What follows belongs to an exercise in optimizing a design on an open flow for small area and a short achievable clock period; a production flow would make more cautious choices. Only simulation tests tie the RTL to the original design; equivalence was not proved. No driver is modelled on the clock port, so clocking that relies on it looks cheaper here than on a real chip. Power is estimated from default activity; no workload was simulated.

### design/flow/config.mk
export PLATFORM = sky130hd
export DESIGN_NAME = SMC_top
export DESIGN_NICKNAME = SMC_top
export VERILOG_FILES = /design/flow/design.v
export SDC_FILE = /design/flow/constraint.sdc
export NUM_CORES = 4
export LEC_CHECK = 0
export ABC_AREA = 1
export CAP_MARGIN = 20
export CORE_MARGIN = 2
export CORE_UTILIZATION = 40
export CTS_BUF_LIST = sky130_fd_sc_hd__clkbuf_8
export SLEW_MARGIN = 20
### design/flow/constraint.sdc
create_clock -name core_clock -period 30.0 [get_ports {clk}]
set_input_delay 6.0000 -clock core_clock [delete_from_list [all_inputs] [get_ports {clk}]]
set_output_delay 6.0000 -clock core_clock [all_outputs]
set_load 0.01 [all_outputs]
### design/flow/design.v
module SMC_top (
    input            clk,
    input      [1:0] mode,
    input      [2:0] Vgs0, Vgs1, Vgs2, Vgs3, Vgs4, Vgs5,
    input      [2:0] Vds0, Vds1, Vds2, Vds3, Vds4, Vds5,
    input      [2:0] W0, W1, W2, W3, W4, W5,
    output reg [9:0] out
);
    reg [1:0] r_mode;
    reg [2:0] r_Vgs0, r_Vgs1, r_Vgs2, r_Vgs3, r_Vgs4, r_Vgs5;
    reg [2:0] r_Vds0, r_Vds1, r_Vds2, r_Vds3, r_Vds4, r_Vds5;
    reg [2:0] r_W0, r_W1, r_W2, r_W3, r_W4, r_W5;
    wire [9:0] core_out;
    always @(posedge clk) begin
        r_mode <= mode;
        r_Vgs0 <= Vgs0; r_Vgs1 <= Vgs1; r_Vgs2 <= Vgs2;
        r_Vgs3 <= Vgs3; r_Vgs4 <= Vgs4; r_Vgs5 <= Vgs5;
        r_Vds0 <= Vds0; r_Vds1 <= Vds1; r_Vds2 <= Vds2;
        r_Vds3 <= Vds3; r_Vds4 <= Vds4; r_Vds5 <= Vds5;
        r_W0 <= W0; r_W1 <= W1; r_W2 <= W2;
        r_W3 <= W3; r_W4 <= W4; r_W5 <= W5;
        out <= core_out;
    end
    SMC core (
        .out(core_out), .mode(r_mode),
        .Vgs0(r_Vgs0), .Vgs1(r_Vgs1), .Vgs2(r_Vgs2), .Vgs3(r_Vgs3), .Vgs4(r_Vgs4), .Vgs5(r_Vgs5),
        .Vds0(r_Vds0), .Vds1(r_Vds1), .Vds2(r_Vds2), .Vds3(r_Vds3), .Vds4(r_Vds4), .Vds5(r_Vds5),
        .W0(r_W0), .W1(r_W1), .W2(r_W2), .W3(r_W3), .W4(r_W4), .W5(r_W5)
    );
endmodule

module CalcLut(Vgs, Vds, yI, yG, y3I, y3G, y23I, y23G);
  input [2:0] Vgs;
  wire [2:0] Vgs;
  input [2:0] Vds;
  wire [2:0] Vds;
  output [5:0] yI;
  wire [5:0] yI;
  output [5:0] yG;
  wire [5:0] yG;
  output [3:0] y3I;
  wire [3:0] y3I;
  output [3:0] y3G;
  wire [3:0] y3G;
  output [4:0] y23I;
  wire [4:0] y23I;
  output [4:0] y23G;
  wire [4:0] y23G;
  wire _0_;
  wire _10_;
  wire _11_;
  wire _12_;
  wire _13_;
  wire _14_;
  wire _15_;
  wire _16_;
  wire _17_;
  wire _18_;
  wire _19_;
  wire _1_;
  wire _20_;
  wire _21_;
  wire _22_;
  wire _23_;
  wire _24_;
  wire _25_;
  wire _26_;
  wire _27_;
  wire _28_;
  wire _29_;
  wire _2_;
  wire _30_;
  wire _31_;
  wire _32_;
  wire _33_;
  wire _34_;
  wire _35_;
  wire _36_;
  wire _37_;
  wire _38_;
  wire _39_;
  wire _3_;
  wire _40_;
  wire _41_;
  wire _42_;
  wire _43_;
  wire _44_;
  wire _45_;
  wire _46_;
  wire _47_;
  wire _48_;
  wire _49_;
  wire _4_;
  wire _50_;
  wire _51_;
  wire _52_;
  wire _53_;
  wire _54_;
  wire _55_;
  wire _56_;
  wire _57_;
  wire _58_;
  wire _59_;
  wire _5_;
  wire _60_;
  wire _61_;
  wire _62_;
  wire _6_;
  wire _7_;
  wire _8_;
  wire _9_;
  assign _5_ = ~(_6_ | _34_);
  assign _4_ = ~(Vds[0] & Vds[1]);
  assign _3_ = _4_ & ~(Vds[2]);
  assign _2_ = _3_ | _31_;
  assign _1_ = Vgs[1] & ~(_2_);
  assign y23I[4] = _1_ & ~(_5_);
  assign _0_ = Vgs[0] | ~(Vds[2]);
  assign _62_ = _21_ & ~(_39_);
  assign _61_ = _0_ & ~(_62_);
  assign _60_ = Vgs[2] & ~(_61_);
  assign yI[3] = _60_ | _33_;
  assign _59_ = ~(_28_ | Vds[0]);
  assign _58_ = _28_ & ~(_32_);
  assign _57_ = ~(_58_ | _59_);
  assign _56_ = ~(_57_ | _62_);
  assign yG[1] = ~_56_;
  assign y23G[3] = yI[5] & ~(_36_);
  assign y23G[2] = ~(y23G[3] | _2_);
  assign _55_ = y23G[2] & _37_;
  assign _54_ = _25_ & ~(_7_);
  assign _53_ = _36_ & ~(_22_);
  assign _52_ = _53_ | _15_;
  assign _51_ = _52_ | _54_;
  assign y23I[1] = _51_ | _55_;
  assign _50_ = _3_ & ~(_22_);
  assign _49_ = Vgs[1] & ~(_26_);
  assign y23I[0] = _49_ | _50_;
  assign _48_ = _10_ | _20_;
  assign yI[2] = _5_ | ~(_48_);
  assign _47_ = _8_ & ~(yI[3]);
  assign _46_ = _48_ & ~(_47_);
  assign y23I[3] = _18_ & ~(_46_);
  assign yI[1] = Vgs[0] & ~(_56_);
  assign yG[2] = _12_ | ~(_34_);
  assign yG[3] = _22_ & ~(_9_);
  assign _45_ = _59_ & ~(yG[3]);
  assign _44_ = _56_ | _18_;
  assign _43_ = yG[2] | _31_;
  assign _42_ = ~(_43_ | _57_);
  assign y23G[0] = _42_ | ~(_44_);
  assign _41_ = _15_ | ~(_43_);
  assign _40_ = _41_ & ~(y23G[0]);
  assign y23G[1] = _40_ | _45_;
  assign _39_ = ~Vgs[1];
  assign _38_ = Vds[0] & Vgs[0];
  assign _37_ = _38_ | _39_;
  assign _36_ = ~Vds[1];
  assign _35_ = Vds[2] | ~(Vgs[2]);
  assign _34_ = _35_ | _36_;
  assign _33_ = _37_ & ~(_34_);
  assign _32_ = ~Vgs[0];
  assign _31_ = ~Vgs[2];
  assign _30_ = Vgs[1] & ~(Vds[1]);
  assign _29_ = Vds[2] & ~(_30_);
  assign _28_ = _29_ | _31_;
  assign _27_ = _28_ | _32_;
  assign _26_ = _27_ | _33_;
  assign _25_ = Vgs[1] & ~(_35_);
  assign _24_ = Vgs[0] | ~(Vds[0]);
  assign _23_ = _25_ & ~(_24_);
  assign _22_ = Vgs[1] | Vgs[0];
  assign _21_ = ~(Vds[1] | Vds[2]);
  assign _20_ = ~(_21_ | _22_);
  assign _19_ = ~(_20_ | _23_);
  assign y23I[2] = ~(_19_ & _26_);
  assign _18_ = Vgs[2] & ~(_21_);
  assign _17_ = ~(Vgs[1] & Vgs[0]);
  assign _16_ = Vds[1] & ~(_17_);
  assign _15_ = _31_ & ~(_17_);
  assign _14_ = _22_ & ~(_15_);
  assign _13_ = Vds[2] & ~(_14_);
  assign _12_ = _13_ | _16_;
  assign _11_ = _35_ & ~(_12_);
  assign _10_ = _11_ | _25_;
  assign _9_ = ~(Vgs[2] & Vds[2]);
  assign yI[5] = ~(_9_ | _17_);
  assign _8_ = _10_ & ~(yI[5]);
  assign yI[4] = _8_ & _18_;
  assign _7_ = Vgs[0] & ~(Vds[0]);
  assign _6_ = ~(_7_ | _23_);
  assign y23G[4] = 1'h0;
  assign y3G = { 1'h0, y23G[3:1] };
  assign y3I = y23I[4:1];
  assign { yG[5:4], yG[0] } = 3'h0;
  assign yI[0] = yG[1];
endmodule
module Calc(output [6:0] val, input m, input [2:0] Vgs, Vds, W);
    wire [5:0] yI, yG; wire [3:0] y3I, y3G; wire [4:0] y23I, y23G;
    CalcLut t(.Vgs(Vgs), .Vds(Vds), .yI(yI), .yG(yG), .y3I(y3I), .y3G(y3G), .y23I(y23I), .y23G(y23G));
    wire [5:0] y = m ? yI : yG; wire [3:0] y3 = m ? y3I : y3G; wire [4:0] y23 = m ? y23I : y23G;
    wire q2 = W[2] & W[1];
    wire q1 = ~q2 & (W[2] | (W[1] & W[0]));
    wire r1 = (W == 3'd1) | (W == 3'd4) | (W == 3'd7);
    wire r2 = (W == 3'd2) | (W == 3'd5);
    wire [6:0] A = ({7{q2}} & {y, 1'b0}) | ({7{q1}} & {1'b0, y});
    wire [4:0] B = ({5{r1}} & {1'b0, y3}) | ({5{r2}} & y23);
    assign val = A + B;
endmodule
module Cmp7(a, b, ge);
  input [6:0] a;
  wire [6:0] a;
  input [6:0] b;
  wire [6:0] b;
  output ge;
  wire ge;
  wire _0_;
  wire _10_;
  wire _11_;
  wire _12_;
  wire _13_;
  wire _14_;
  wire _15_;
  wire _16_;
  wire _17_;
  wire _18_;
  wire _19_;
  wire _1_;
  wire _20_;
  wire _21_;
  wire _22_;
  wire _23_;
  wire _2_;
  wire _3_;
  wire _4_;
  wire _5_;
  wire _6_;
  wire _7_;
  wire _8_;
  wire _9_;
  assign _8_ = a[6] | ~(b[6]);
  assign _7_ = b[6] | ~(a[6]);
  assign _6_ = a[5] | ~(b[5]);
  assign _5_ = b[5] | ~(a[5]);
  assign _4_ = a[4] | ~(b[4]);
  assign _3_ = b[4] | ~(a[4]);
  assign _2_ = a[3] | ~(b[3]);
  assign _1_ = b[1] | ~(a[1]);
  assign _0_ = a[0] | ~(b[0]);
  assign _23_ = _1_ & ~(_0_);
  assign _22_ = b[2] & ~(a[2]);
  assign _21_ = b[1] & ~(a[1]);
  assign _20_ = _21_ | _22_;
  assign _19_ = _20_ | _23_;
  assign _18_ = a[3] & ~(b[3]);
  assign _17_ = a[2] & ~(b[2]);
  assign _16_ = _17_ | _18_;
  assign _15_ = _19_ & ~(_16_);
  assign _9_ = _2_ & ~(_15_);
  assign _10_ = _3_ & ~(_9_);
  assign _11_ = _4_ & ~(_10_);
  assign _12_ = _5_ & ~(_11_);
  assign _13_ = _6_ & ~(_12_);
  assign _14_ = _7_ & ~(_13_);
  assign ge = _8_ & ~(_14_);
endmodule
module Dec5(b, top, sp, sq, sr);
  input [4:0] b;
  wire [4:0] b;
  input top;
  wire top;
  output sp;
  wire sp;
  output sq;
  wire sq;
  output sr;
  wire sr;
  wire _0_;
  wire _10_;
  wire _11_;
  wire _12_;
  wire _13_;
  wire _14_;
  wire _15_;
  wire _16_;
  wire _17_;
  wire _18_;
  wire _19_;
  wire _1_;
  wire _20_;
  wire _2_;
  wire _3_;
  wire _4_;
  wire _5_;
  wire _6_;
  wire _7_;
  wire _8_;
  wire _9_;
  assign _11_ = b[2] & b[4];
  assign _10_ = b[0] ^ b[1];
  assign _9_ = ~(_10_ ^ b[3]);
  assign _8_ = b[2] ^ b[4];
  assign _7_ = _8_ & ~(_9_);
  assign _6_ = _7_ | _11_;
  assign _5_ = b[0] | b[1];
  assign _4_ = _10_ & ~(b[3]);
  assign _3_ = _5_ & ~(_4_);
  assign _2_ = _3_ & _6_;
  assign _1_ = _2_ ^ top;
  assign _0_ = ~(_8_ ^ _9_);
  assign _20_ = ~(_0_ ^ top);
  assign _19_ = ~(_3_ ^ _6_);
  assign _12_ = ~(_19_ & _20_);
  assign sq = _1_ & ~(_12_);
  assign _13_ = ~(_0_ & top);
  assign _14_ = _19_ | ~(_0_);
  assign _15_ = _3_ | _6_;
  assign _16_ = top & ~(_15_);
  assign _17_ = _14_ & ~(_16_);
  assign sp = _13_ & ~(_17_);
  assign _18_ = _16_ | _20_;
  assign sr = _1_ & ~(_18_);
endmodule
module Sort(
    output [5:0] sp, sq, sr,
    input top,
    input [6:0] n0, n1, n2, n3, n4, n5);
    wire g01;   
    Cmp7 k01(.a(n0), .b(n1), .ge(g01));
    wire g02;   
    Cmp7 k02(.a(n0), .b(n2), .ge(g02));
    wire g03;   
    Cmp7 k03(.a(n0), .b(n3), .ge(g03));
    wire g04;   
    Cmp7 k04(.a(n0), .b(n4), .ge(g04));
    wire g05;   
    Cmp7 k05(.a(n0), .b(n5), .ge(g05));
    wire g12;   
    Cmp7 k12(.a(n1), .b(n2), .ge(g12));
    wire g13;   
    Cmp7 k13(.a(n1), .b(n3), .ge(g13));
    wire g14;   
    Cmp7 k14(.a(n1), .b(n4), .ge(g14));
    wire g15;   
    Cmp7 k15(.a(n1), .b(n5), .ge(g15));
    wire g23;   
    Cmp7 k23(.a(n2), .b(n3), .ge(g23));
    wire g24;   
    Cmp7 k24(.a(n2), .b(n4), .ge(g24));
    wire g25;   
    Cmp7 k25(.a(n2), .b(n5), .ge(g25));
    wire g34;   
    Cmp7 k34(.a(n3), .b(n4), .ge(g34));
    wire g35;   
    Cmp7 k35(.a(n3), .b(n5), .ge(g35));
    wire g45;   
    Cmp7 k45(.a(n4), .b(n5), .ge(g45));
    Dec5 d0(.b({~g05, ~g04, ~g03, ~g02, ~g01}), .top(top), .sp(sp[0]), .sq(sq[0]), .sr(sr[0]));
    Dec5 d1(.b({~g15, ~g14, ~g13, ~g12, g01}), .top(top), .sp(sp[1]), .sq(sq[1]), .sr(sr[1]));
    Dec5 d2(.b({~g25, ~g24, ~g23, g12, g02}), .top(top), .sp(sp[2]), .sq(sq[2]), .sr(sr[2]));
    Dec5 d3(.b({~g35, ~g34, g23, g13, g03}), .top(top), .sp(sp[3]), .sq(sq[3]), .sr(sr[3]));
    Dec5 d4(.b({~g45, g34, g24, g14, g04}), .top(top), .sp(sp[4]), .sq(sq[4]), .sr(sr[4]));
    Dec5 d5(.b({g45, g35, g25, g15, g05}), .top(top), .sp(sp[5]), .sq(sq[5]), .sr(sr[5]));
endmodule
module Choose(out, w, sp, sq, sr, n0, n1, n2, n3, n4, n5);
  output [9:0] out;
  wire [9:0] out;
  input w;
  wire w;
  input [5:0] sp;
  wire [5:0] sp;
  input [5:0] sq;
  wire [5:0] sq;
  input [5:0] sr;
  wire [5:0] sr;
  input [6:0] n0;
  wire [6:0] n0;
  input [6:0] n1;
  wire [6:0] n1;
  input [6:0] n2;
  wire [6:0] n2;
  input [6:0] n3;
  wire [6:0] n3;
  input [6:0] n4;
  wire [6:0] n4;
  input [6:0] n5;
  wire [6:0] n5;
  wire _0_;
  wire _100_;
  wire _101_;
  wire _102_;
  wire _103_;
  wire _104_;
  wire _105_;
  wire _106_;
  wire _107_;
  wire _108_;
  wire _109_;
  wire _10_;
  wire _110_;
  wire _111_;
  wire _112_;
  wire _113_;
  wire _114_;
  wire _115_;
  wire _116_;
  wire _117_;
  wire _118_;
  wire _119_;
  wire _11_;
  wire _120_;
  wire _121_;
  wire _122_;
  wire _123_;
  wire _124_;
  wire _125_;
  wire _126_;
  wire _127_;
  wire _128_;
  wire _129_;
  wire _12_;
  wire _130_;
  wire _131_;
  wire _132_;
  wire _133_;
  wire _134_;
  wire _135_;
  wire _136_;
  wire _137_;
  wire _138_;
  wire _139_;
  wire _13_;
  wire _140_;
  wire _141_;
  wire _142_;
  wire _143_;
  wire _144_;
  wire _145_;
  wire _146_;
  wire _147_;
  wire _148_;
  wire _149_;
  wire _14_;
  wire _150_;
  wire _151_;
  wire _152_;
  wire _153_;
  wire _154_;
  wire _155_;
  wire _156_;
  wire _157_;
  wire _158_;
  wire _159_;
  wire _15_;
  wire _160_;
  wire _161_;
  wire _162_;
  wire _163_;
  wire _164_;
  wire _165_;
  wire _166_;
  wire _167_;
  wire _168_;
  wire _169_;
  wire _16_;
  wire _170_;
  wire _171_;
  wire _172_;
  wire _173_;
  wire _174_;
  wire _175_;
  wire _176_;
  wire _177_;
  wire _178_;
  wire _179_;
  wire _17_;
  wire _180_;
  wire _181_;
  wire _182_;
  wire _183_;
  wire _184_;
  wire _185_;
  wire _186_;
  wire _187_;
  wire _188_;
  wire _189_;
  wire _18_;
  wire _190_;
  wire _191_;
  wire _192_;
  wire _193_;
  wire _194_;
  wire _195_;
  wire _196_;
  wire _197_;
  wire _198_;
  wire _199_;
  wire _19_;
  wire _1_;
  wire _200_;
  wire _201_;
  wire _202_;
  wire _203_;
  wire _204_;
  wire _205_;
  wire _206_;
  wire _207_;
  wire _208_;
  wire _209_;
  wire _20_;
  wire _210_;
  wire _211_;
  wire _212_;
  wire _213_;
  wire _214_;
  wire _215_;
  wire _216_;
  wire _217_;
  wire _218_;
  wire _219_;
  wire _21_;
  wire _220_;
  wire _221_;
  wire _222_;
  wire _223_;
  wire _224_;
  wire _225_;
  wire _226_;
  wire _227_;
  wire _228_;
  wire _229_;
  wire _22_;
  wire _230_;
  wire _231_;
  wire _232_;
  wire _233_;
  wire _234_;
  wire _235_;
  wire _236_;
  wire _237_;
  wire _238_;
  wire _239_;
  wire _23_;
  wire _240_;
  wire _241_;
  wire _242_;
  wire _243_;
  wire _244_;
  wire _245_;
  wire _246_;
  wire _247_;
  wire _248_;
  wire _249_;
  wire _24_;
  wire _250_;
  wire _251_;
  wire _252_;
  wire _253_;
  wire _254_;
  wire _255_;
  wire _256_;
  wire _257_;
  wire _258_;
  wire _259_;
  wire _25_;
  wire _260_;
  wire _261_;
  wire _262_;
  wire _263_;
  wire _264_;
  wire _265_;
  wire _266_;
  wire _267_;
  wire _268_;
  wire _269_;
  wire _26_;
  wire _270_;
  wire _271_;
  wire _272_;
  wire _273_;
  wire _274_;
  wire _275_;
  wire _276_;
  wire _277_;
  wire _278_;
  wire _279_;
  wire _27_;
  wire _280_;
  wire _281_;
  wire _282_;
  wire _283_;
  wire _284_;
  wire _285_;
  wire _286_;
  wire _287_;
  wire _288_;
  wire _289_;
  wire _28_;
  wire _290_;
  wire _291_;
  wire _292_;
  wire _293_;
  wire _294_;
  wire _295_;
  wire _296_;
  wire _297_;
  wire _298_;
  wire _299_;
  wire _29_;
  wire _2_;
  wire _300_;
  wire _301_;
  wire _302_;
  wire _303_;
  wire _304_;
  wire _305_;
  wire _306_;
  wire _307_;
  wire _308_;
  wire _309_;
  wire _30_;
  wire _310_;
  wire _311_;
  wire _312_;
  wire _313_;
  wire _314_;
  wire _315_;
  wire _316_;
  wire _317_;
  wire _318_;
  wire _319_;
  wire _31_;
  wire _320_;
  wire _321_;
  wire _322_;
  wire _323_;
  wire _324_;
  wire _325_;
  wire _326_;
  wire _327_;
  wire _328_;
  wire _329_;
  wire _32_;
  wire _330_;
  wire _331_;
  wire _332_;
  wire _333_;
  wire _334_;
  wire _335_;
  wire _336_;
  wire _337_;
  wire _338_;
  wire _339_;
  wire _33_;
  wire _340_;
  wire _341_;
  wire _342_;
  wire _343_;
  wire _344_;
  wire _345_;
  wire _346_;
  wire _347_;
  wire _348_;
  wire _349_;
  wire _34_;
  wire _350_;
  wire _351_;
  wire _352_;
  wire _353_;
  wire _354_;
  wire _355_;
  wire _356_;
  wire _357_;
  wire _358_;
  wire _359_;
  wire _35_;
  wire _360_;
  wire _361_;
  wire _362_;
  wire _363_;
  wire _364_;
  wire _365_;
  wire _366_;
  wire _367_;
  wire _368_;
  wire _369_;
  wire _36_;
  wire _370_;
  wire _371_;
  wire _372_;
  wire _373_;
  wire _374_;
  wire _375_;
  wire _376_;
  wire _377_;
  wire _378_;
  wire _379_;
  wire _37_;
  wire _380_;
  wire _381_;
  wire _382_;
  wire _383_;
  wire _384_;
  wire _38_;
  wire _39_;
  wire _3_;
  wire _40_;
  wire _41_;
  wire _42_;
  wire _43_;
  wire _44_;
  wire _45_;
  wire _46_;
  wire _47_;
  wire _48_;
  wire _49_;
  wire _4_;
  wire _50_;
  wire _51_;
  wire _52_;
  wire _53_;
  wire _54_;
  wire _55_;
  wire _56_;
  wire _57_;
  wire _58_;
  wire _59_;
  wire _5_;
  wire _60_;
  wire _61_;
  wire _62_;
  wire _63_;
  wire _64_;
  wire _65_;
  wire _66_;
  wire _67_;
  wire _68_;
  wire _69_;
  wire _6_;
  wire _70_;
  wire _71_;
  wire _72_;
  wire _73_;
  wire _74_;
  wire _75_;
  wire _76_;
  wire _77_;
  wire _78_;
  wire _79_;
  wire _7_;
  wire _80_;
  wire _81_;
  wire _82_;
  wire _83_;
  wire _84_;
  wire _85_;
  wire _86_;
  wire _87_;
  wire _88_;
  wire _89_;
  wire _8_;
  wire _90_;
  wire _91_;
  wire _92_;
  wire _93_;
  wire _94_;
  wire _95_;
  wire _96_;
  wire _97_;
  wire _98_;
  wire _99_;
  wire _9_;
  wire _c115;
  wire _c116;
  wire _c117;
  wire _c118;
  wire _c119;
  wire _c120;
  wire _c121;
  wire _c122;
  wire _c22;
  wire _c61;
  assign _313_ = ~(n5[0] & sr[5]);
  assign _312_ = n0[0] & sr[0];
  assign _311_ = _313_ & ~(_312_);
  assign _310_ = n3[0] & sr[3];
  assign _309_ = n4[0] & sr[4];
  assign _308_ = _309_ | _310_;
  assign _307_ = n1[0] & sr[1];
  assign _306_ = n2[0] & sr[2];
  assign _305_ = _306_ | _307_;
  assign _304_ = _305_ | _308_;
  assign _303_ = _311_ & ~(_304_);
  assign _302_ = w & ~(_303_);
  assign _301_ = ~(n4[1] & sp[4]);
  assign _300_ = n0[1] & sp[0];
  assign _299_ = _301_ & ~(_300_);
  assign _298_ = n2[1] & sp[2];
  assign _297_ = n5[1] & sp[5];
  assign _296_ = _297_ | _298_;
  assign _295_ = n3[1] & sp[3];
  assign _294_ = n1[1] & sp[1];
  assign _293_ = _294_ | _295_;
  assign _292_ = _293_ | _296_;
  assign _291_ = _299_ & ~(_292_);
  assign _290_ = ~(sr[4] & n4[1]);
  assign _289_ = sr[0] & n0[1];
  assign _288_ = _290_ & ~(_289_);
  assign _287_ = sr[5] & n5[1];
  assign _286_ = sr[3] & n3[1];
  assign _285_ = _286_ | _287_;
  assign _284_ = sr[2] & n2[1];
  assign _283_ = sr[1] & n1[1];
  assign _282_ = _283_ | _284_;
  assign _281_ = _282_ | _285_;
  assign _280_ = _288_ & ~(_281_);
  assign _279_ = _280_ ^ _291_;
  assign _278_ = ~(sq[5] & n5[1]);
  assign _277_ = sq[1] & n1[1];
  assign _276_ = _278_ & ~(_277_);
  assign _275_ = sq[2] & n2[1];
  assign _274_ = sq[3] & n3[1];
  assign _273_ = _274_ | _275_;
  assign _272_ = sq[4] & n4[1];
  assign _271_ = sq[0] & n0[1];
  assign _270_ = _271_ | _272_;
  assign _269_ = _270_ | _273_;
  assign _268_ = _276_ & ~(_269_);
  assign _267_ = _268_ | w;
  assign _266_ = ~(n3[0] & sp[3]);
  assign _265_ = n0[0] & sp[0];
  assign _264_ = _266_ & ~(_265_);
  assign _263_ = n4[0] & sp[4];
  assign _262_ = n5[0] & sp[5];
  assign _261_ = _262_ | _263_;
  assign _260_ = n2[0] & sp[2];
  assign _259_ = n1[0] & sp[1];
  assign _258_ = _259_ | _260_;
  assign _257_ = _258_ | _261_;
  assign _256_ = _264_ & ~(_257_);
  assign _255_ = w & ~(_256_);
  assign _254_ = _267_ & ~(_255_);
  assign _253_ = _254_ ^ _279_;
  assign _252_ = _256_ | _303_;
  assign _251_ = ~w;
  assign _250_ = ~(n4[0] & sq[4]);
  assign _249_ = n2[0] & sq[2];
  assign _248_ = _250_ & ~(_249_);
  assign _247_ = n3[0] & sq[3];
  assign _246_ = n5[0] & sq[5];
  assign _245_ = _246_ | _247_;
  assign _244_ = n1[0] & sq[1];
  assign _243_ = n0[0] & sq[0];
  assign _242_ = _243_ | _244_;
  assign _241_ = _242_ | _245_;
  assign _240_ = _248_ & ~(_241_);
  assign _239_ = _251_ & ~(_240_);
  assign _238_ = ~(_256_ ^ _303_);
  assign _237_ = _239_ & ~(_238_);
  assign _236_ = _252_ & ~(_237_);
  assign _235_ = _236_ | _253_;
  assign _234_ = ~(n2[2] & sp[2]);
  assign _233_ = n1[2] & sp[1];
  assign _232_ = _234_ & ~(_233_);
  assign _231_ = n5[2] & sp[5];
  assign _230_ = n4[2] & sp[4];
  assign _229_ = _230_ | _231_;
  assign _228_ = n0[2] & sp[0];
  assign _227_ = n3[2] & sp[3];
  assign _226_ = _227_ | _228_;
  assign _225_ = _226_ | _229_;
  assign _224_ = _232_ & ~(_225_);
  assign _223_ = ~(n2[2] & sr[2]);
  assign _222_ = n1[2] & sr[1];
  assign _221_ = _223_ & ~(_222_);
  assign _220_ = n5[2] & sr[5];
  assign _219_ = n3[2] & sr[3];
  assign _218_ = _219_ | _220_;
  assign _217_ = n0[2] & sr[0];
  assign _216_ = n4[2] & sr[4];
  assign _215_ = _216_ | _217_;
  assign _214_ = _215_ | _218_;
  assign _213_ = _221_ & ~(_214_);
  assign _212_ = _213_ ^ _224_;
  assign _211_ = ~(n5[2] & sq[5]);
  assign _210_ = n0[2] & sq[0];
  assign _209_ = _211_ & ~(_210_);
  assign _208_ = n3[2] & sq[3];
  assign _207_ = n4[2] & sq[4];
  assign _206_ = _207_ | _208_;
  assign _205_ = n2[2] & sq[2];
  assign _204_ = n1[2] & sq[1];
  assign _203_ = _204_ | _205_;
  assign _202_ = _203_ | _206_;
  assign _201_ = _209_ & ~(_202_);
  assign _200_ = _201_ | w;
  assign _199_ = w & ~(_291_);
  assign _198_ = _200_ & ~(_199_);
  assign _197_ = _198_ ^ _212_;
  assign _196_ = w & ~(_240_);
  assign _195_ = _280_ | _291_;
  assign _194_ = _279_ & ~(_254_);
  assign _193_ = _195_ & ~(_194_);
  assign _192_ = ~(_193_ ^ _196_);
  assign _191_ = _192_ ^ _197_;
  assign _190_ = ~(_191_ ^ _235_);
  assign _c115 = ~(_190_ ^ _302_);
  assign _189_ = w & ~(_280_);
  assign _188_ = _196_ | ~(_193_);
  assign _187_ = _192_ & _197_;
  assign _186_ = _188_ & ~(_187_);
  assign _185_ = _186_ ^ _189_;
  assign _184_ = ~(n3[3] & sr[3]);
  assign _183_ = n2[3] & sr[2];
  assign _182_ = _184_ & ~(_183_);
  assign _181_ = n5[3] & sr[5];
  assign _180_ = n4[3] & sr[4];
  assign _179_ = _180_ | _181_;
  assign _178_ = n0[3] & sr[0];
  assign _177_ = n1[3] & sr[1];
  assign _176_ = _177_ | _178_;
  assign _175_ = _176_ | _179_;
  assign _174_ = _182_ & ~(_175_);
  assign _173_ = ~(n4[3] & sp[4]);
  assign _172_ = n2[3] & sp[2];
  assign _171_ = _173_ & ~(_172_);
  assign _170_ = n5[3] & sp[5];
  assign _169_ = n3[3] & sp[3];
  assign _168_ = _169_ | _170_;
  assign _167_ = n0[3] & sp[0];
  assign _166_ = n1[3] & sp[1];
  assign _165_ = _166_ | _167_;
  assign _164_ = _165_ | _168_;
  assign _163_ = _171_ & ~(_164_);
  assign _162_ = _163_ ^ _174_;
  assign _161_ = ~(n1[3] & sq[1]);
  assign _160_ = n3[3] & sq[3];
  assign _159_ = _161_ & ~(_160_);
  assign _158_ = n5[3] & sq[5];
  assign _157_ = n4[3] & sq[4];
  assign _156_ = _157_ | _158_;
  assign _155_ = n0[3] & sq[0];
  assign _154_ = n2[3] & sq[2];
  assign _153_ = _154_ | _155_;
  assign _152_ = _153_ | _156_;
  assign _151_ = _159_ & ~(_152_);
  assign _150_ = _151_ | w;
  assign _149_ = w & ~(_224_);
  assign _148_ = _150_ & ~(_149_);
  assign _147_ = _148_ ^ _162_;
  assign _146_ = w & ~(_268_);
  assign _145_ = _213_ | _224_;
  assign _144_ = _212_ & ~(_198_);
  assign _143_ = _145_ & ~(_144_);
  assign _142_ = ~(_143_ ^ _146_);
  assign _141_ = _142_ ^ _147_;
  assign _140_ = _141_ ^ _185_;
  assign _139_ = _191_ | _235_;
  assign _138_ = _302_ & ~(_190_);
  assign _137_ = _139_ & ~(_138_);
  assign _c116 = _137_ ^ _140_;
  assign _136_ = _137_ | _140_;
  assign _135_ = _186_ | _189_;
  assign _134_ = _141_ & _185_;
  assign _133_ = _134_ | ~(_135_);
  assign _132_ = w & ~(_213_);
  assign _131_ = _146_ | ~(_143_);
  assign _130_ = _142_ & _147_;
  assign _129_ = _131_ & ~(_130_);
  assign _128_ = _129_ ^ _132_;
  assign _127_ = ~(n2[4] & sr[2]);
  assign _126_ = n3[4] & sr[3];
  assign _125_ = _127_ & ~(_126_);
  assign _124_ = n5[4] & sr[5];
  assign _123_ = n4[4] & sr[4];
  assign _122_ = _123_ | _124_;
  assign _121_ = n1[4] & sr[1];
  assign _120_ = n0[4] & sr[0];
  assign _119_ = _120_ | _121_;
  assign _118_ = _119_ | _122_;
  assign _117_ = _125_ & ~(_118_);
  assign _116_ = ~(n3[4] & sp[3]);
  assign _115_ = n2[4] & sp[2];
  assign _114_ = _116_ & ~(_115_);
  assign _113_ = n5[4] & sp[5];
  assign _112_ = n4[4] & sp[4];
  assign _111_ = _112_ | _113_;
  assign _110_ = n0[4] & sp[0];
  assign _109_ = n1[4] & sp[1];
  assign _108_ = _109_ | _110_;
  assign _107_ = _108_ | _111_;
  assign _106_ = _114_ & ~(_107_);
  assign _105_ = _106_ ^ _117_;
  assign _104_ = ~(n3[4] & sq[3]);
  assign _103_ = n2[4] & sq[2];
  assign _102_ = _104_ & ~(_103_);
  assign _101_ = n5[4] & sq[5];
  assign _100_ = n4[4] & sq[4];
  assign _99_ = _100_ | _101_;
  assign _98_ = n0[4] & sq[0];
  assign _97_ = n1[4] & sq[1];
  assign _96_ = _97_ | _98_;
  assign _95_ = _96_ | _99_;
  assign _94_ = _102_ & ~(_95_);
  assign _93_ = _94_ | w;
  assign _92_ = w & ~(_163_);
  assign _91_ = _93_ & ~(_92_);
  assign _90_ = _91_ ^ _105_;
  assign _89_ = w & ~(_201_);
  assign _88_ = _163_ | _174_;
  assign _87_ = _162_ & ~(_148_);
  assign _86_ = _88_ & ~(_87_);
  assign _85_ = ~(_86_ ^ _89_);
  assign _84_ = _85_ ^ _90_;
  assign _83_ = ~(_84_ ^ _128_);
  assign _82_ = _83_ ^ _133_;
  assign _c117 = _82_ ^ _136_;
  assign _81_ = ~(n1[5] & sr[1]);
  assign _80_ = n3[5] & sr[3];
  assign _79_ = _81_ & ~(_80_);
  assign _78_ = n4[5] & sr[4];
  assign _77_ = n5[5] & sr[5];
  assign _76_ = _77_ | _78_;
  assign _75_ = n0[5] & sr[0];
  assign _74_ = n2[5] & sr[2];
  assign _73_ = _74_ | _75_;
  assign _72_ = _73_ | _76_;
  assign _71_ = _79_ & ~(_72_);
  assign _70_ = ~(n1[5] & sp[1]);
  assign _69_ = n4[5] & sp[4];
  assign _68_ = _70_ & ~(_69_);
  assign _67_ = n3[5] & sp[3];
  assign _66_ = n5[5] & sp[5];
  assign _65_ = _66_ | _67_;
  assign _64_ = n0[5] & sp[0];
  assign _63_ = n2[5] & sp[2];
  assign _62_ = _63_ | _64_;
  assign _61_ = _62_ | _65_;
  assign _60_ = _68_ & ~(_61_);
  assign _59_ = _60_ ^ _71_;
  assign _58_ = ~(n1[5] & sq[1]);
  assign _57_ = n3[5] & sq[3];
  assign _56_ = _58_ & ~(_57_);
  assign _55_ = n4[5] & sq[4];
  assign _54_ = n5[5] & sq[5];
  assign _53_ = _54_ | _55_;
  assign _52_ = n0[5] & sq[0];
  assign _51_ = n2[5] & sq[2];
  assign _50_ = _51_ | _52_;
  assign _49_ = _50_ | _53_;
  assign _48_ = _56_ & ~(_49_);
  assign _47_ = _48_ | w;
  assign _46_ = w & ~(_106_);
  assign _45_ = _47_ & ~(_46_);
  assign _44_ = ~(_45_ ^ _59_);
  assign _43_ = w & ~(_151_);
  assign _42_ = _106_ | _117_;
  assign _41_ = _105_ & ~(_91_);
  assign _40_ = _42_ & ~(_41_);
  assign _39_ = ~(_40_ ^ _43_);
  assign _38_ = ~(_39_ ^ _44_);
  assign _37_ = w & ~(_174_);
  assign _36_ = _89_ | ~(_86_);
  assign _35_ = _85_ & _90_;
  assign _34_ = _36_ & ~(_35_);
  assign _33_ = _34_ ^ _37_;
  assign _32_ = ~(_33_ ^ _38_);
  assign _31_ = _129_ | _132_;
  assign _30_ = _84_ & _128_;
  assign _29_ = _31_ & ~(_30_);
  assign _28_ = _29_ ^ _32_;
  assign _27_ = _133_ & ~(_83_);
  assign _26_ = _136_ & ~(_82_);
  assign _25_ = _26_ | _27_;
  assign _c118 = ~(_25_ ^ _28_);
  assign _24_ = ~(n5[6] & sp[5]);
  assign _23_ = n2[6] & sp[2];
  assign _22_ = _24_ & ~(_23_);
  assign _21_ = n4[6] & sp[4];
  assign _20_ = n3[6] & sp[3];
  assign _19_ = _20_ | _21_;
  assign _18_ = n0[6] & sp[0];
  assign _17_ = n1[6] & sp[1];
  assign _16_ = _17_ | _18_;
  assign _15_ = _16_ | _19_;
  assign _14_ = _22_ & ~(_15_);
  assign _13_ = n1[6] & sr[1];
  assign _12_ = n3[6] & sr[3];
  assign _11_ = ~(_12_ | _13_);
  assign _10_ = n4[6] & sr[4];
  assign _9_ = n5[6] & sr[5];
  assign _8_ = _9_ | _10_;
  assign _7_ = n0[6] & sr[0];
  assign _6_ = n2[6] & sr[2];
  assign _5_ = _6_ | _7_;
  assign _4_ = _5_ | _8_;
  assign _3_ = _11_ & ~(_4_);
  assign _2_ = _3_ ^ _14_;
  assign _1_ = ~(n2[6] & sq[2]);
  assign _0_ = n3[6] & sq[3];
  assign _384_ = _1_ & ~(_0_);
  assign _383_ = n5[6] & sq[5];
  assign _382_ = n4[6] & sq[4];
  assign _381_ = _382_ | _383_;
  assign _380_ = n0[6] & sq[0];
  assign _379_ = n1[6] & sq[1];
  assign _378_ = _379_ | _380_;
  assign _377_ = _378_ | _381_;
  assign _376_ = _384_ & ~(_377_);
  assign _375_ = _376_ | w;
  assign _374_ = w & ~(_60_);
  assign _373_ = _375_ & ~(_374_);
  assign _372_ = ~(_373_ ^ _2_);
  assign _371_ = _94_ | _251_;
  assign _370_ = ~(_60_ & _71_);
  assign _369_ = _45_ & _59_;
  assign _368_ = _370_ & ~(_369_);
  assign _367_ = ~(_368_ ^ _371_);
  assign _366_ = ~(_367_ ^ _372_);
  assign _365_ = w & ~(_117_);
  assign _364_ = ~_365_;
  assign _363_ = _43_ & ~(_40_);
  assign _362_ = _39_ & _44_;
  assign _361_ = ~(_362_ | _363_);
  assign _360_ = _361_ ^ _364_;
  assign _359_ = _360_ ^ _366_;
  assign _358_ = _34_ | _37_;
  assign _357_ = _33_ & _38_;
  assign _356_ = _358_ & ~(_357_);
  assign _355_ = ~(_356_ ^ _359_);
  assign _354_ = ~(_29_ & _32_);
  assign _353_ = _28_ & ~(_25_);
  assign _352_ = _354_ & ~(_353_);
  assign _c119 = ~(_352_ ^ _355_);
  assign _351_ = _14_ ^ _48_;
  assign _350_ = _351_ ^ _71_;
  assign _349_ = w & ~(_350_);
  assign _348_ = _371_ | ~(_368_);
  assign _347_ = _367_ & _372_;
  assign _346_ = _348_ & ~(_347_);
  assign _345_ = ~(_346_ ^ _349_);
  assign _344_ = ~(_3_ & _14_);
  assign _343_ = _373_ & _2_;
  assign _342_ = _344_ & ~(_343_);
  assign _341_ = ~(_342_ ^ _345_);
  assign _314_ = ~(_361_ & _364_);
  assign _315_ = _360_ & _366_;
  assign _316_ = _314_ & ~(_315_);
  assign _317_ = ~(_316_ ^ _341_);
  assign _318_ = _359_ | ~(_356_);
  assign _319_ = _355_ & ~(_352_);
  assign _320_ = _318_ & ~(_319_);
  assign _c120 = ~(_320_ ^ _317_);
  assign _321_ = ~(_376_ ^ _3_);
  assign _322_ = ~(_14_ & _48_);
  assign _323_ = _351_ & _71_;
  assign _324_ = _322_ & ~(_323_);
  assign _325_ = _324_ ^ _321_;
  assign _326_ = w & ~(_325_);
  assign _327_ = _349_ & ~(_346_);
  assign _328_ = _342_ & _345_;
  assign _329_ = _328_ | _327_;
  assign _330_ = _341_ | ~(_316_);
  assign _331_ = _317_ & ~(_320_);
  assign _332_ = _330_ & ~(_331_);
  assign _333_ = ~(_332_ ^ _329_);
  assign _c121 = _333_ ^ _326_;
  assign _334_ = _329_ & ~(_332_);
  assign _335_ = _333_ & _326_;
  assign _336_ = _335_ | _334_;
  assign _337_ = _324_ | _321_;
  assign _338_ = _376_ & _3_;
  assign _339_ = _338_ | _251_;
  assign _340_ = _337_ & ~(_339_);
  assign _c122 = _340_ ^ _336_;
  assign _c61 = _236_ ^ _253_;
  assign _c22 = ~(_238_ ^ _239_);
  assign out = { _c122, _c121, _c120, _c119, _c118, _c117, _c116, _c115, _c61, _c22 };
endmodule
module SMC(output [9:0] out,
           input [1:0] mode,
           input [2:0] Vgs0, Vgs1, Vgs2, Vgs3, Vgs4, Vgs5,
           input [2:0] Vds0, Vds1, Vds2, Vds3, Vds4, Vds5,
           input [2:0] W0, W1, W2, W3, W4, W5
           );
    wire [6:0] n0, n1, n2, n3, n4, n5;
    Calc c0(.val(n0), .m(mode[0]), .Vgs(Vgs0), .Vds(Vds0), .W(W0));
    Calc c1(.val(n1), .m(mode[0]), .Vgs(Vgs1), .Vds(Vds1), .W(W1));
    Calc c2(.val(n2), .m(mode[0]), .Vgs(Vgs2), .Vds(Vds2), .W(W2));
    Calc c3(.val(n3), .m(mode[0]), .Vgs(Vgs3), .Vds(Vds3), .W(W3));
    Calc c4(.val(n4), .m(mode[0]), .Vgs(Vgs4), .Vds(Vds4), .W(W4));
    Calc c5(.val(n5), .m(mode[0]), .Vgs(Vgs5), .Vds(Vds5), .W(W5));
    wire [5:0] sp, sq, sr;
    Sort sort_val(.sp(sp), .sq(sq), .sr(sr), .top(mode[1]),
                  .n0(n0), .n1(n1), .n2(n2), .n3(n3), .n4(n4), .n5(n5));
    Choose choose_out(.out(out), .w(mode[0]), .sp(sp), .sq(sq), .sr(sr),
                      .n0(n0), .n1(n1), .n2(n2), .n3(n3), .n4(n4), .n5(n5));
endmodule
### design/flow/flow/run.sh
#!/bin/bash
# Own flow: the standard synthesis, then the combinational cells are
# re-mapped by ABC (flip-flops kept as they are, same names and cells); the standard flow's
# standard layout with small port buffers. After clock tree synthesis the
# output registers' clock pins get a short buffer chain of their own, so they
# are clocked a little later than the input registers (skew that helps the
# register-to-register paths; it only lengthens the paths to the outputs).
set -euo pipefail
HERE=$(pwd)
R=$HERE/orfs/results/$FLOW_PLATFORM/SMC_top/base
LIB=$FLOW_HOME/platforms/sky130hd/lib/sky130_fd_sc_hd__tt_025C_1v80.lib
source $HERE/flow/params.sh
bash standard.sh synth > synth_std.log 2>&1
cp $R/1_2_yosys.v $HERE/synth_std.v
DU=$(grep -A40 "DONT_USE_CELLS +=" $FLOW_HOME/platforms/sky130hd/config.mk | grep -o "sky130_fd_sc_hd__[a-z0-9_]*" | sed 's/^/-dont_use /' | tr '\n' ' ')
cat > resynth.ys <<EOT
read_liberty -ignore_miss_func $LIB
blackbox sky130_fd_sc_hd__dfxtp_1
read_verilog $HERE/synth_std.v
hierarchy -top $FLOW_TOP
flatten
opt_clean
abc -script $HERE/flow/resynth.abc -liberty $LIB $DU -D $ABC_D
opt_clean -purge
hilomap -singleton -hicell sky130_fd_sc_hd__conb_1 HI -locell sky130_fd_sc_hd__conb_1 LO
stat -liberty $LIB
write_verilog -noattr -nohex -nodec $HERE/synth_re.v
EOT
yosys -s resynth.ys > resynth.log 2>&1
cp $HERE/synth_re.v $R/1_2_yosys.v
rm -f $R/1_synth.odb $R/1_synth.sdc
bash standard.sh "BUFFER_PORTS_ARGS=$PORT_BUF_ARGS" ${CTS_ARGS:+"CTS_ARGS=$CTS_ARGS"} $EXTRA_MAKE cts > layout_cts.log 2>&1
if [[ -n "$SKEW_CELLS" ]]; then
  # SKEW_CELLS: candidate chains separated by ';'. Each is tried on the placed
  # design; the one that leaves the largest worst setup slack (with no hold
  # violation) is kept.
  cp $R/4_cts.odb $HERE/4_cts_noskew.odb
  best=""; best_ws=-1000; i=0
  IFS=';' read -ra CANDS <<< "$SKEW_CELLS"
  for chain in "${CANDS[@]}"; do
    i=$((i+1))
    cp $HERE/4_cts_noskew.odb $R/4_cts.odb
    R=$R LIB=$LIB SKEW_CELLS="$chain" HOLD_FIX="${HOLD_FIX:-}" RR_DERATE=${RR_DERATE:-0} ROOT_REGS="${ROOT_REGS:-}" SKEW_WRITE=0 openroad -no_init -exit $HERE/flow/skew.tcl > skew_try$i.log 2>&1 || true
    res=$(grep '^RESULT' skew_try$i.log | tail -1 || true)
    ws=$(echo "$res" | awk '{print $2}'); wh=$(echo "$res" | awk '{print $3}')
    echo "candidate $i {$chain}: $res" >> skew_choice.log
    if [[ -n "$ws" ]] && awk -v ws="$ws" -v wh="$wh" -v b="$best_ws" 'BEGIN { exit !(wh >= 0 && ws > b) }'; then
      best="$chain"; best_ws=$ws
    fi
  done
  echo "chosen {$best}" >> skew_choice.log
  cp $HERE/4_cts_noskew.odb $R/4_cts.odb
  if [[ -n "$best" ]]; then
    R=$R LIB=$LIB SKEW_CELLS="$best" HOLD_FIX="${HOLD_FIX:-}" RR_DERATE=${RR_DERATE:-0} ROOT_REGS="${ROOT_REGS:-}" SKEW_WRITE=1 openroad -no_init -exit $HERE/flow/skew.tcl > skew.log 2>&1
  fi
fi
bash standard.sh "BUFFER_PORTS_ARGS=$PORT_BUF_ARGS" ${CTS_ARGS:+"CTS_ARGS=$CTS_ARGS"} $EXTRA_MAKE ${FINISH_MAKE:-} finish > layout.log 2>&1
### design/flow/flow/params.sh
ABC_D=6500
PORT_BUF_ARGS="-buffer_cell sky130_fd_sc_hd__buf_1"
EXTRA_MAKE=""
SKEW_CELLS="sky130_fd_sc_hd__clkdlybuf4s50_1 sky130_fd_sc_hd__clkbuf_8;sky130_fd_sc_hd__clkdlybuf4s50_1 sky130_fd_sc_hd__clkdlybuf4s15_1 sky130_fd_sc_hd__clkbuf_8;sky130_fd_sc_hd__clkdlybuf4s50_1 sky130_fd_sc_hd__clkdlybuf4s25_1 sky130_fd_sc_hd__clkbuf_8;sky130_fd_sc_hd__clkdlybuf4s50_1 sky130_fd_sc_hd__clkdlybuf4s50_1 sky130_fd_sc_hd__clkbuf_8;sky130_fd_sc_hd__clkdlybuf4s50_1 sky130_fd_sc_hd__clkdlybuf4s50_1 sky130_fd_sc_hd__clkdlybuf4s25_1 sky130_fd_sc_hd__clkbuf_8"
HOLD_FIX="sky130_fd_sc_hd__dlygate4sd3_1 0.15 1.5"
RR_DERATE=0.4
CTS_ARGS="-sink_clustering_enable -repair_clock_nets -dont_use_dummy_load -buf_list sky130_fd_sc_hd__clkbuf_8"
### design/flow/flow/resynth.abc
strash; dch; map -D 6500; topo; buffer -p; upsize -D 6500; dnsize -D 6500
### design/flow/flow/skew.tcl
# Give the output registers (out[*]) a clock branch of their own: a chain of
# the cells in SKEW_CELLS (first nearest the clock tree), the last one driving
# all of their clock pins. Edits 4_cts.odb in place.
proc load {} {
  read_db $::env(R)/4_cts.odb
  read_liberty $::env(LIB)
  read_sdc $::env(R)/4_cts.sdc
  set_propagated_clock [all_clocks]
  source $::env(FLOW_HOME)/platforms/sky130hd/setRC.tcl
  estimate_parasitics -placement
}
proc apply_chain {chain} {
  # ROOT_REGS: registers whose clock pins move to the clock tree's root
  # buffer output (earlier clock than the tree's leaves).
  if {[info exists ::env(ROOT_REGS)] && $::env(ROOT_REGS) ne ""} {
    set cp [get_pins -of_objects [get_nets clk] -filter "direction == input"]
    set root [get_cells -of_objects $cp]
    set rnet [get_nets -of_objects [get_pins -of_objects $root -filter "direction == output"]]
    puts "root buffer [get_full_name $root] net [get_full_name $rnet]"
    foreach rn $::env(ROOT_REGS) {
      foreach c [get_cells $rn] {
        set it [[sta::sta_to_db_inst $c] findITerm CLK]
        $it disconnect
        $it connect [sta::sta_to_db_net $rnet]
        puts "moved [get_full_name $c] to the root clock net"
      }
    }
    estimate_parasitics -placement
  }
  set pins {}
  set xs 0; set ys 0
  foreach c [get_cells *] {
    if {[regexp {^out\[} [get_full_name $c]] && [string match "sky130_fd_sc_hd__dfxtp_*" [get_property $c ref_name]]} {
      lappend pins [get_pins -of_objects $c -filter "name == CLK"]
      set bb [[sta::sta_to_db_inst $c] getBBox]
      set xs [expr {$xs + [$bb xMin]}]; set ys [expr {$ys + [$bb yMin]}]
    }
  }
  set n [llength $pins]
  puts "output registers: $n"
  set loc [list [expr {$xs / $n / 1000.0}] [expr {$ys / $n / 1000.0}]]
  puts "before:"
  report_clock_skew
  set tip $pins
  set diff 1
  foreach cell [lreverse $chain] {
    if {$diff} {
      insert_buffer -buffer_cell $cell -load_pins $tip -load_pins_on_diff_nets -location $loc
    } else {
      insert_buffer -buffer_cell $cell -load_pins $tip -location $loc
    }
    set diff 0
    set drv [get_pins -of_objects [get_nets -of_objects [lindex $tip 0]] -filter "direction == output"]
    set buf [get_cells -of_objects $drv]
    puts "inserted [get_full_name $buf] ([get_property $buf ref_name])"
    set tip [list [get_pins -of_objects $buf -filter "direction == input"]]
  }
  detailed_placement
  estimate_parasitics -placement
  # Hold: the mode registers reach the outputs both through long paths and
  # through short ones. Delay only the short branches (loads whose paths have
  # setup slack to spare), so that the long paths keep the skew's gain.
  proc mode_loads {net} {
    set out {}
    foreach p [get_pins -of_objects $net -filter "direction == input"] {
      set c [get_cells -of_objects $p]
      if {[regexp {^sky130_fd_sc_hd__(buf|clkbuf|inv|clkinv)_} [get_property $c ref_name]]} {
        set o [get_pins -of_objects $c -filter "direction == output"]
        set out [concat $out [mode_loads [get_nets -of_objects $o]]]
      } else {
        lappend out $p
      }
    }
    return $out
  }
  if {[info exists ::env(HOLD_FIX)] && $::env(HOLD_FIX) ne ""} {
    lassign $::env(HOLD_FIX) hold_cell hold_target setup_guard
    set ws [worst_slack -max]; puts "worst setup slack $ws"
    foreach r [get_cells r_mode*] {
      set q [get_pins -of_objects $r -filter "direction == output"]
      set pick {}
      foreach p [mode_loads [get_nets -of_objects $q]] {
        set smin [get_property $p slack_min]
        set smax [get_property $p slack_max]
        if {$smin < $hold_target && $smax > $ws + $setup_guard} { lappend pick $p; puts "  pick [get_full_name $p] min $smin max $smax" }
      }
      puts "[get_full_name $r]: [llength $pick] short-path loads delayed"
      # one delay cell per net, so that every load keeps the signal (and the
      # polarity) it had
      set bynet [dict create]
      foreach p $pick { dict lappend bynet [get_full_name [get_nets -of_objects $p]] $p }
      dict for {nn ps} $bynet {
        insert_buffer -buffer_cell $hold_cell -load_pins $ps
      }
    }
    detailed_placement
    estimate_parasitics -placement
  }
}
load
apply_chain $::env(SKEW_CELLS)
set rr [get_property [lindex [find_timing_paths -to [all_registers -data_pins] -path_delay max] 0] slack]
set ou [get_property [lindex [find_timing_paths -to [all_outputs] -path_delay max] 0] slack]
puts "RESULT [expr {min($rr - $::env(RR_DERATE), $ou)}] [worst_slack -min] $rr $ou"
if {$::env(SKEW_WRITE) eq "0"} { exit 0 }
check_placement -verbose
puts "after:"
report_clock_skew
report_checks -path_delay max -digits 3
puts "reg2reg:"
report_checks -path_delay max -to [all_registers -data_pins] -digits 3 -format end
report_checks -path_delay min -digits 3
report_checks -to [all_outputs] -path_delay max -digits 3
write_db $::env(R)/4_cts.odb
### design/flow/standard.sh
#!/bin/bash
# synth_recipe.tcl (not shown) runs the flow's synth.tcl, then flattens the netlist and writes it again
# the make line also repeats each setting of config.mk as NAME=value (left out here)
make -C /OpenROAD-flow-scripts/flow DESIGN_CONFIG=/design/flow/config.mk WORK_HOME=/design/flow/orfs CLKGATE_MAP_FILE= SYNTH_SCRIPT=/design/flow/synth_recipe.tcl "${@:-finish}"
==> results of run 1 <==
## layer usage
metal / track usage / part of all wire
met1: 0.318 / 0.45
met2: 0.401 / 0.45
met3: 0.0361 / 0.073
met4: 0.0832 / 0.024
met5: 0 / 0
## worst max path at each step
stage / from / end / slack [ns] / cells after the start
5_1_grt: r_mode[0] / out[9] / 20.89 / 47
3_3_place_gp: r_mode[0] / out[9] / 21.30 / 47
6_report: r_mode[0] / out[9] / 22.01 / 47
4_1_cts: r_mode[0] / out[9] / 21.05 / 47
2_1_floorplan: r_mode[0] / out[9] / 22.38 / 44
3_5_place_dp: r_mode[0] / out[9] / 21.14 / 47
## cell usage in the layout (no fill, tap or decap), types with 41 or more instances in the layout
cell type / instances
nor2_1: 245
o22ai_1: 47
buf_1: 66
o221ai_1: 53
inv_1: 251
nand3_1: 41
dfxtp_1: 66
o21ai_0: 115
nand2_1: 315
a21oi_1: 95
## report_power, final
group,internal [uW],leakage (uW),switching (uW)
sequential,109,0.000556,5.97
combinational,352,0.00382,622
clock,34.1,0.0000797,38.3
## final cells by class
| type | count | area (sq um) | area share |
|---|---|---|---|
| inverter | 269 | 1010 | 0.107 |
| tap | 275 | 344 | 0.0365 |
| timing repair buffer | 71 | 288 | 0.0306 |
| clock buffer | 12 | 158 | 0.0167 |
| multi-input combinational | 1205 | 6300 | 0.669 |
| sequential | 66 | 1320 | 0.140 |
## critical path, delay by kind of cell, from the launching register on
kind	cells	cell delay (ns)
AO/OA/AOI/OAI	16	2.90
XOR/XNOR	5	1.03
buffers and inverters	7	1.84
flip-flops	1	0.32
AND/OR/NAND/NOR	19	2.92
## stage by stage
step                      hold slack [ns]  setup slack (ns)   util
after floorplan                      1.03             22.38      -
after global placement              0.947             21.30  0.437
after detailed placement            0.944             21.14  0.437
after CTS                           0.996             21.05  0.443
after global routing                0.272             20.89  0.445
final                               0.196             22.01  0.445
==> results.sh, run 1 <==
export IMPL_reg2reg_to="out[9]"
export IMPL_clk_latency_ns=1.49
export IMPL_maxSlewViolCount=0
export IMPL_p_leak_uw=0.00445
export IMPL_portBuffers=66
export IMPL_avgSynthCellArea_sq_um=5.59
export IMPL_rrSetupSlack_ns=22.01
export IMPL_syn_nets=1607
export IMPL_die_w_microns=151
export IMPL_max_cap_violations=0
export IMPL_core_rowCount=53
export IMPL_grt_ovfl_total=0
export IMPL_start_util=0.410
export IMPL_fin_tns_setup_ns=0
export IMPL_drive_gt1_frac=0.0388
export IMPL_cp_arrival_ns=9.41
export IMPL_finalSetupViolations=0
export IMPL_fin_skew_ns=1.14
export IMPL_vias_per_cell=5.64
export IMPL_post_cts_setup_buffers=0
export IMPL_dpl_cell_count=1884
export IMPL_whs_path_depth=8
export IMPL_fmax_ghz=0.125
export IMPL_rsz0062_at_grt="false"
export IMPL_crit_path_start_kind="flip-flop"
export IMPL_globalplace_congestion=0.990
export IMPL_tightest_slew_ns=1.02
export IMPL_final_hold_violation_count=0
export IMPL_cts_tree="yes"
export IMPL_clkSlewWorstSetupHoldPaths_ns=0.09
export IMPL_track_usage=0.241
export IMPL_p_per_area_nw_per_um2=123
export IMPL_p_total_uw=1160
export IMPL_grt_pass1_vias=9668
export IMPL_clock_sinks=66
export IMPL_required_ns=31.42
export IMPL_fin_nets=1682
export IMPL_io_pins=67
export IMPL_fin_area_sq_um=9420
export IMPL_initialDrtViolationCount=882
export IMPL_crit_slowest_cell="nor4_1"
export IMPL_fillers=2288
export IMPL_stdcell_count=1898
export IMPL_via_count=10700
export IMPL_syn_to_final_growth_pct=8.66
export IMPL_cts_buffer_depth=2
export IMPL_hp_start="r_mode[0]"
export IMPL_drc=0
export IMPL_hpwl_microns=21900
export IMPL_antenna_left=0
export IMPL_status="no timing/DRC/antenna violations"
export IMPL_final_min_clock_period_ns=7.99
export IMPL_hold_path_class="reg -> reg"
export IMPL_worst_r2r_cell_count=47
export IMPL_cpMostUsedCell="nand2_1"
export IMPL_coreArea_sq_um=21200
export IMPL_cts_buffers=9
export IMPL_placed_area_sq_um=9240
export IMPL_routedWlPerCell_microns=14.5
export IMPL_grt_pass1_wl_microns=45300
export IMPL_ir_drop_uv=107
export IMPL_grt_max_degree=46
export IMPL_crit_type="reg -> reg"
export IMPL_hold_path_end="out[5]"
export IMPL_largest_reg_flops=10
export IMPL_largest_register="out"
export IMPL_end_kind="flip-flop"
export IMPL_r2r_start="r_mode[0]"
export IMPL_h_tree_depth=3
export IMPL_slew_limit_headroom=0.313
export IMPL_mappedNetlistArea_sq_um=8670
export IMPL_drtPass1Iterations=6
export IMPL_die_h_microns=151
export IMPL_antennaDiodeCount=0
export IMPL_cp_max_fo=45
export IMPL_antenna_found_initial=0
export IMPL_cts_resized=0
export IMPL_ys_warn_count=1
export IMPL_root_buffer="clkbuf_8"
export IMPL_drt_total_wl_microns=27500
export IMPL_synthCells=1550
export IMPL_fin_crit_sh=0.266
export IMPL_cp_slowest_stage_delay_ns=0.51
export IMPL_postCtsHoldBufs=0
export IMPL_dieArea_sq_um=22900
==> run 2: changes to the inputs <==
==> design/flow/flow/params.sh (replaced) <==
ABC_D=6500
PORT_BUF_ARGS="-buffer_cell sky130_fd_sc_hd__buf_1"
EXTRA_MAKE=""
SKEW_CELLS="sky130_fd_sc_hd__clkdlybuf4s50_1 sky130_fd_sc_hd__clkbuf_8;sky130_fd_sc_hd__clkdlybuf4s50_1 sky130_fd_sc_hd__clkdlybuf4s25_1 sky130_fd_sc_hd__clkbuf_8;sky130_fd_sc_hd__clkdlybuf4s50_1 sky130_fd_sc_hd__clkdlybuf4s50_1 sky130_fd_sc_hd__clkbuf_8;sky130_fd_sc_hd__clkdlybuf4s50_1 sky130_fd_sc_hd__clkdlybuf4s50_1 sky130_fd_sc_hd__clkdlybuf4s15_1 sky130_fd_sc_hd__clkbuf_8;sky130_fd_sc_hd__clkdlybuf4s50_1 sky130_fd_sc_hd__clkdlybuf4s50_1 sky130_fd_sc_hd__clkdlybuf4s25_1 sky130_fd_sc_hd__clkbuf_8;sky130_fd_sc_hd__clkdlybuf4s50_1 sky130_fd_sc_hd__clkdlybuf4s50_1 sky130_fd_sc_hd__clkdlybuf4s50_1 sky130_fd_sc_hd__clkbuf_8"
HOLD_FIX="sky130_fd_sc_hd__dlygate4sd3_1 0.15 1.0"
RR_DERATE=0.5
CTS_ARGS="-sink_clustering_enable -repair_clock_nets -dont_use_dummy_load -buf_list sky130_fd_sc_hd__clkbuf_8"
--- a/design/flow/flow/skew.tcl
+++ b/design/flow/flow/skew.tcl
@@ -78,18 +78,24 @@
     set ws [worst_slack -max]; puts "worst setup slack $ws"
-    foreach r [get_cells r_mode*] {
-      set q [get_pins -of_objects $r -filter "direction == output"]
-      set pick {}
-      foreach p [mode_loads [get_nets -of_objects $q]] {
-        set smin [get_property $p slack_min]
-        set smax [get_property $p slack_max]
-        if {$smin < $hold_target && $smax > $ws + $setup_guard} { lappend pick $p; puts "  pick [get_full_name $p] min $smin max $smax" }
+    for {set round 0} {$round < 3} {incr round} {
+      set ws [worst_slack -max]
+      foreach r [get_cells r_mode*] {
+        set q [get_pins -of_objects $r -filter "direction == output"]
+        set pick {}
+        foreach p [mode_loads [get_nets -of_objects $q]] {
+          set smin [get_property $p slack_min]
+          set smax [get_property $p slack_max]
+          if {$smin < $hold_target && $smax > $ws + $setup_guard} { lappend pick $p; puts "  pick [get_full_name $p] min $smin max $smax" }
+        }
+        puts "[get_full_name $r]: [llength $pick] short-path loads delayed"
+        # one delay cell per net, so that every load keeps the signal (and the
+        # polarity) it had
+        set bynet [dict create]
+        foreach p $pick { dict lappend bynet [get_full_name [get_nets -of_objects $p]] $p }
+        dict for {nn ps} $bynet {
+          insert_buffer -buffer_cell $hold_cell -load_pins $ps
+        }
       }
-      puts "[get_full_name $r]: [llength $pick] short-path loads delayed"
-      # one delay cell per net, so that every load keeps the signal (and the
-      # polarity) it had
-      set bynet [dict create]
-      foreach p $pick { dict lappend bynet [get_full_name [get_nets -of_objects $p]] $p }
-      dict for {nn ps} $bynet {
-        insert_buffer -buffer_cell $hold_cell -load_pins $ps
-      }
+      detailed_placement
+      estimate_parasitics -placement
+      if {[worst_slack -min] >= $hold_target} { break }
     }
==> run 2 against run 1 <==
  * Sequential power about the same
  * Critical path depth down 46
  * Largest cell class unchanged
  * Largest power group unchanged
  * Maximum frequency fell by 1.7%
  * Critical path type is now reg -> out
  * Count of clock-buffer cells in the layout rose by 1
  * Combinational power hardly changed
  * Final cell count hardly changed
  * Clock skew up 0.17 ns
  * Synthesized cell count unchanged
==> results.sh, run 2 <==
export IMPL_cp_max_fo=1
export IMPL_hp_start="r_W0[1]"
export IMPL_cts_resized=0
export IMPL_grt_max_degree=46
export IMPL_maxSlewViolCount=0
export IMPL_rrSetupSlack_ns=22.16
export IMPL_multi_input_area_sq_um=6300
export IMPL_routedWlPerCell_microns=14.5
export IMPL_syn_nets=1607
export IMPL_avgSynthCellArea_sq_um=5.59
export IMPL_final_min_clock_period_ns=8.12
export IMPL_via_count=10700
export IMPL_layout_common_cells="nand2_1, inv_1, nor2_1"
export IMPL_tightest_slew_ns=0.992
export IMPL_crit_path_start_kind="flip-flop"
export IMPL_cts_tree="yes"
export IMPL_placed_area_sq_um=9240
export IMPL_rsz0062_at_grt="false"
export IMPL_post_cts_setup_buffers=0
export IMPL_fin_tns_setup_ns=0
export IMPL_worst_r2r_cell_count=47
export IMPL_required_ns=24.00
export IMPL_cp_arrival_ns=2.12
export IMPL_reg2reg_to="out[9]"
export IMPL_clkSlewWorstSetupHoldPaths_ns=0.07
export IMPL_final_seq_area_sq_um=1320
export IMPL_cts_buffers=9
export IMPL_finalSetupViolations=0
export IMPL_start_util=0.410
export IMPL_track_usage=0.242
export IMPL_cts_buffer_depth=2
export IMPL_die_h_microns=151
export IMPL_globalplace_congestion=0.990
export IMPL_cp_buffers_inverters=1
export IMPL_largest_reg_flops=10
export IMPL_cp_slowest_stage_delay_ns=0.32
export IMPL_portBuffers=66
export IMPL_synthCells=1550
export IMPL_io_pins=67
export IMPL_path_cells="buf_1"
export IMPL_hold_path_end="out[9]"
export IMPL_antennaDiodeCount=0
export IMPL_end_kind="output pin"
export IMPL_core_rowCount=53
export IMPL_ys_warn_count=1
export IMPL_initialDrtViolationCount=882
export IMPL_vias_per_cell=5.63
export IMPL_final_common_cell="nand2_1"
export IMPL_dieArea_sq_um=22900
export IMPL_largest_register="out"
export IMPL_syn_to_final_growth_pct=8.78
export IMPL_crit_type="reg -> out"
export IMPL_grt_pass1_vias=9669
export IMPL_final_hold_violation_count=0
export IMPL_ir_drop_uv=107
export IMPL_r2r_start="r_mode[0]"
export IMPL_antenna_found_initial=0
export IMPL_postCtsHoldBufs=0
export IMPL_cp_top_family="flip-flops"
export IMPL_fin_crit_sh=0.271
export IMPL_hold_path_class="reg -> reg"
export IMPL_drt_total_wl_microns=27500
export IMPL_slew_limit_headroom=0.334
export IMPL_grt_pass1_wl_microns=45400
export IMPL_fmax_ghz=0.123
export IMPL_crit_slowest_cell="dfxtp_1"
export IMPL_status="no timing/DRC/antenna violations"
export IMPL_mappedNetlistArea_sq_um=8670
export IMPL_stdcell_count=1899
export IMPL_fin_skew_ns=1.31
export IMPL_whs_path_depth=8
export IMPL_drive_gt1_frac=0.0388
export IMPL_antenna_left=0
export IMPL_max_cap_violations=0
export IMPL_fin_area_sq_um=9430
export IMPL_fillers=2287
export IMPL_fin_nets=1683
export IMPL_p_leak_uw=0.00446
export IMPL_clk_latency_ns=1.66
export IMPL_h_tree_depth=3
export IMPL_coreArea_sq_um=21200
export IMPL_p_per_area_nw_per_um2=123
export IMPL_grt_ovfl_total=0
export IMPL_drtPass1Iterations=6
export IMPL_root_buffer="clkbuf_8"
export IMPL_dpl_cell_count=1884
export IMPL_clock_sinks=66
export IMPL_die_w_microns=151
export IMPL_fin_util=0.446
export IMPL_drc=0
export IMPL_hpwl_microns=21900
run 2: area by class of cell:
class | instances | area share
multi-input cells | 1205 | 0.668
flip-flops and latches | 66 | 0.140
inverters | 269 | 0.107
well taps | 275 | 0.0365
repair buffers | 71 | 0.0305
clock buffers | 13 | 0.0178
run 2: worst max-delay path by stage:
stage / start / endpoint / slack, ns / depth (start not counted)
global route: r_mode[0] / out[9] / 21.05 / 47
global placement: r_mode[0] / out[9] / 21.30 / 47
finish: out[9] / out[9] / 21.88 / 1
CTS: r_mode[0] / out[9] / 21.05 / 47
floorplan: r_mode[0] / out[9] / 22.38 / 44
detailed placement: r_mode[0] / out[9] / 21.14 / 47
run 2: through the flow:
| stage | hold slack, ns | total power [uW] | setup slack, ns |
|---|---|---|---|
| finish | 0.0490 | 1160 | 21.88 |
| floorplan | 1.03 | 893 | 22.38 |
| detailed placement | 0.944 | 1080 | 21.14 |
| global placement | 0.947 | 1070 | 21.30 |
| global route | 0.138 | 1310 | 21.05 |
| CTS | 0.996 | 1150 | 21.05 |
run 2: metal layers:
metal | track usage | part of all wire | vias up
li1 | - | - | 5436
met1 | 0.320 | 0.46 | 4689
met2 | 0.401 | 0.45 | 491
met3 | 0.0364 | 0.069 | 76
met4 | 0.0841 | 0.024 | 0
met5 | 0 | 0 | -
run 2: power breakdown:
group | total (uW) | switching (uW) | internal, uW | leakage, uW
clock | 73.9 | 38.2 | 35.6 | 0.0000843
combinational | 974 | 622 | 352 | 0.00382
sequential | 115 | 6.01 | 109 | 0.000556

re-timing with driven ports:
Ports are ideal in the flow. The routed layouts listed here were re-timed in OpenROAD. Step 1: set_driving_cell puts a clkbuf_16 on clk and a buf_2 on each other input, an assumption about the parent block. Step 2, shift: input delay + t, output delay - t, t = (earliest + latest rising clock arrival at the registers) / 2. This alone moves slack from input paths to output paths. Three values: no drivers, after step 1, after step 2; two values: the first two.
| run | t, ns | slack for setup (ns) | worst hold slack (ns) | clock arrival spread, ns |
|---|---|---|---|---|
| run 1 | 0.964 | 22.015 / 22.002 / 22.015 | 0.196 / 0.196 / 0.196 | 1.141 / 1.141 |
| run 2 | 1.046 | 21.880 / 21.837 / 22.159 | 0.049 / 0.049 / 0.049 | 1.306 / 1.307 |
In run 1 and run 2 the clock reaches the registers at very different times; t lies between them, and the last value is a rough guide only.
